From an optimization exercise on the open Yosys and OpenROAD flow, aimed at small area and a short achievable clock period; shortcuts taken in it are not production practice. In this exercise RTL edits were held to simulation tests only and were not proved equivalent to the original.

== the previous run ==
Design tv80s, start of the top module:
module tv80s ( 
  m1_n, mreq_n, iorq_n, rd_n, wr_n, rfsh_n, halt_n, busak_n, A, dout, 
  reset_n, clk, wait_n, int_n, nmi_n, busrq_n, di
  );
  parameter Mode = 0;     
  parameter T2Write = 1;  
  parameter IOWait  = 1;  
  input         reset_n; 
  input         clk; 
  input         wait_n; 
  input         int_n; 
  input         nmi_n; 
  input         busrq_n; 
  output        m1_n; 
  output        mreq_n; 
  output        iorq_n; 
  output        rd_n; 
  output        wr_n; 
  output        rfsh_n; 
  output        halt_n; 
  output        busak_n; 
  output [15:0] A;
  input [7:0]   di;
  output [7:0]  dout;
  reg           mreq_n; 
  reg           iorq_n; 
  reg           rd_n; 
  reg           wr_n; 
  wire          cen;
  wire          intcycle_n;
  wire          no_read;
  wire          write;
  wire          iorq;
  reg [7:0]     di_reg;
  wire [6:0]    mcycle;
  wire [6:0]    tstate;
  assign    cen = 1;
  tv80_core #(Mode, IOWait) i_tv80_core
    (
     .cen (cen),
     .m1_n (m1_n),
     .iorq (iorq),
     .no_read (no_read),
     .write (write),
     .rfsh_n (rfsh_n),
     .halt_n (halt_n),
     .wait_n (wait_n),
     .int_n (int_n),
     .nmi_n (nmi_n),
     .reset_n (reset_n),
     .busrq_n (busrq_n),
     .busak_n (busak_n),
     .clk (clk),
     .IntE (),
     .stop (),
     .A (A),
     .dinst (di),
     .di (di_reg),
     .dout (dout),
     .mc (mcycle),
     .ts (tstate),
     .intcycle_n (intcycle_n)
     );  
  always @(posedge clk or negedge reset_n)
    begin
  ...
Size in the first run: roughly 440 flip-flops, about 0.036 mm2 of cells after synthesis.
==> flow/config.mk <==
export PLATFORM = sky130hd
export DESIGN_NAME = tv80s
export DESIGN_NICKNAME = tv80s
export VERILOG_FILES = /design/flow/design.v
export SDC_FILE = /design/flow/constraint.sdc
export NUM_CORES = 4
export LEC_CHECK = 0
export CAP_MARGIN = 20
export CORE_MARGIN = 2
export CORE_UTILIZATION = 40
export SETUP_SLACK_MARGIN = 5.0
export SLEW_MARGIN = 20
==> flow/constraint.sdc <==
create_clock -name core_clock -period 10.5 [get_ports {clk}]
set_input_delay 2.1000 -clock core_clock [delete_from_list [all_inputs] [get_ports {clk}]]
set_output_delay 2.1000 -clock core_clock [all_outputs]
set_load 0.01 [all_outputs]
standard.sh (not shown) runs the stock make flow with config.mk's settings and CLKGATE_MAP_FILE= SYNTH_SCRIPT=/design/flow/synth_recipe.tcl, a recipe that flattens the netlist after the stock synthesis.
==> flow/flow/run.sh <==
#!/bin/bash
set -uo pipefail
bash standard.sh MATCH_CELL_FOOTPRINT=0 SETUP_SLACK_MARGIN=5.6 "BUFFER_PORTS_ARGS=-buffer_cell sky130_fd_sc_hd__buf_2" finish > make.log 2>&1
status=$?
tail -20 make.log
exit $status
The previous run completed every stage of the flow, and the final layout passed the timing, DRC and antenna checks.
Edits applied to the flow inputs when going from the previous run to the current run:
--- a/flow/design.v
+++ b/flow/design.v
@@ -283,21 +283,22 @@
   wire           I_BTR;
   wire           I_RLD;
   wire           I_RRD;
   wire           I_INRC;
   wire           SetDI;
   wire           SetEI;
   wire [1:0]     IMode;
   wire           Halt;
   reg [15:0]     PC16;
   reg [15:0]     PC16_B;
-  reg [15:0]     SP16, SP16_A, SP16_B;
+  reg [15:0]     SP16, SP16_A, SP16_B, XY16;
+  reg [8:0]      XY16_lo;
   reg [15:0]     ID16_B;
   integer        id_i;
   reg            Oldnmi_n;
   wire [2:0] MCycles_nA;
   reg  [2:0] MCycles_qA;
   wire [2:0] TStates_nA;
   reg  [2:0] TStates_qA;
   wire [1:0] Prefix_nA;
   reg  [1:0] Prefix_qA;
   wire Inc_PC_nA;
@@ -959,21 +960,21 @@
                         begin
                           PC <= #1 PC16;
                         end
                       if (RstP == 1'b1 ) 
                         begin
                           TmpAddr <= #1 { 10'h0, IR[5:3], 3'h0 };
                         end
                     end
                   if (tstate[3] && mcycle[5] ) 
                     begin
-                      TmpAddr <= #1 SP16;
+                      TmpAddr <= #1 XY16;
                     end
                   if ((tstate[2] && wait_n == 1'b1) || (tstate[4] && mcycle[0]) ) 
                     begin
                       if (IncDec_16[2:0] == 3'b111 ) 
                         begin
                           SP <= #1 SP16;
                         end
                     end
                   if (LDSPHL == 1'b1 ) 
                     begin
@@ -1619,38 +1620,36 @@
           PC16_B = { {8{DI_Reg[7]}}, DI_Reg };
         end 
       else if (BTR_r == 1'b1 ) 
         begin
           PC16_B = -2;
         end
       else
         begin
           PC16_B = 1;
         end
-      if (tstate[3])
-        begin
-          SP16_A = RegBusC;
-          SP16_B = { {8{DI_Reg[7]}}, DI_Reg };
-        end
+      SP16_A = SP;
+      if (IncDec_16_qA[3] == 1'b1 || CCUse_qA[2] == 1'b1)
+        SP16_B = -1;
       else
-        begin
-          SP16_A = SP;
-          if (IncDec_16_qA[3] == 1'b1 || CCUse_qA[2] == 1'b1)
-            SP16_B = -1;
-          else
-            SP16_B = 1;
-        end
+        SP16_B = 1;
       ID16_B = IncDec_16[3] ? ~RegBusA : RegBusA;
       for (id_i = 0; id_i < 16; id_i = id_i + 1)
         ID16[id_i] = RegBusA[id_i] ^ ((ID16_B & ((16'h1 << id_i) - 16'h1)) == ((16'h1 << id_i) - 16'h1));
       PC16 = PC + PC16_B;
       SP16 = SP16_A + SP16_B;
+      XY16_lo = { 1'b0, RegBusC[7:0] } + { 1'b0, DI_Reg };
+      case ({ XY16_lo[8], DI_Reg[7] })
+        2'b10 : XY16 = { RegBusC[15:8] + 8'd1, XY16_lo[7:0] };
+        2'b01 : XY16 = { RegBusC[15:8] - 8'd1, XY16_lo[7:0] };
+        default : XY16 = { RegBusC[15:8], XY16_lo[7:0] };
+      endcase
     end  
   always @( IntCycle or NMICycle or mcycle)
     begin
       Auto_Wait = 1'b0;
       if (IntCycle == 1'b1 || NMICycle == 1'b1 ) 
         begin
           if (mcycle[0] ) 
             begin
               Auto_Wait = 1'b1;
             end
Notes after the runs:
The current run ended with every stage complete and zero timing, DRC or antenna violations.
Max final non-filler cell area across the previous run and the current run: the current run
Looking only at post-route core utilization, and setting everything else aside, the lower value of the previous run and the current run goes to the previous run.
The critical path capture point comes out i_tv80_core.F[2] in one run and i_tv80_core.TmpAddr[12] in the other, namely in the previous run and the current run respectively.
Going from the previous run to the current run, first-iteration DRC count shows a reduction of about 14%, area after synthesis rose 510 um2, met3 wire length now smaller, endpoint required time on the critical path rose 0.06 ns.
Clock period minus final worst setup slack deteriorates in the current run relative to the previous run.
The current run against the previous run; via count is down slightly.
Comparing the previous run with the current run, the first-pass GRT wire length came out essentially unchanged.
Taking the previous run as the reference, in the current run clock-pin transition on the worst setup and hold timing paths closely matched the old numbers, global-route usage decreased by 0.86 points relative to the old numbers.
The current run has setup slack below what the previous run had.
Looking at slowest stage cell on the critical path, the sky130_fd_sc_hd__fa_1 result is from the previous run; the sky130_fd_sc_hd__mux4_2 one comes from the current run.

re-timing with driven ports:
In the flow no input, the clock included, has a driving cell. The finished layouts below were timed again as built, in two steps. Step 1, drivers: a clkbuf_16 drives clk and a buf_2 each remaining input, both assumed. Step 2, shift: input delay + t, output delay - t, t = (earliest + latest rising clock arrival at the registers) / 2. This alone moves slack from input paths to output paths. Slacks: ideal ports / drivers / drivers and shift; pairs: ideal ports / drivers.
run	shift t [ns]	setup WS [ns]	hold WS [ns]	worst data-port slew with drivers (ns)	pins driven straight from the clock port
the previous run	0.712	5.393 / 5.393 / 4.825	0.466 / 0.466 / 0.466	0.08	1
the current run	0.698	5.313 / 5.313 / 4.763	0.474 / 0.474 / 0.474	0.10	1
After both steps every run listed still meets setup and hold. For the previous run, which loses most, drivers alone change the setup slack by 0.000 ns; drivers and shift together by -0.568 ns.
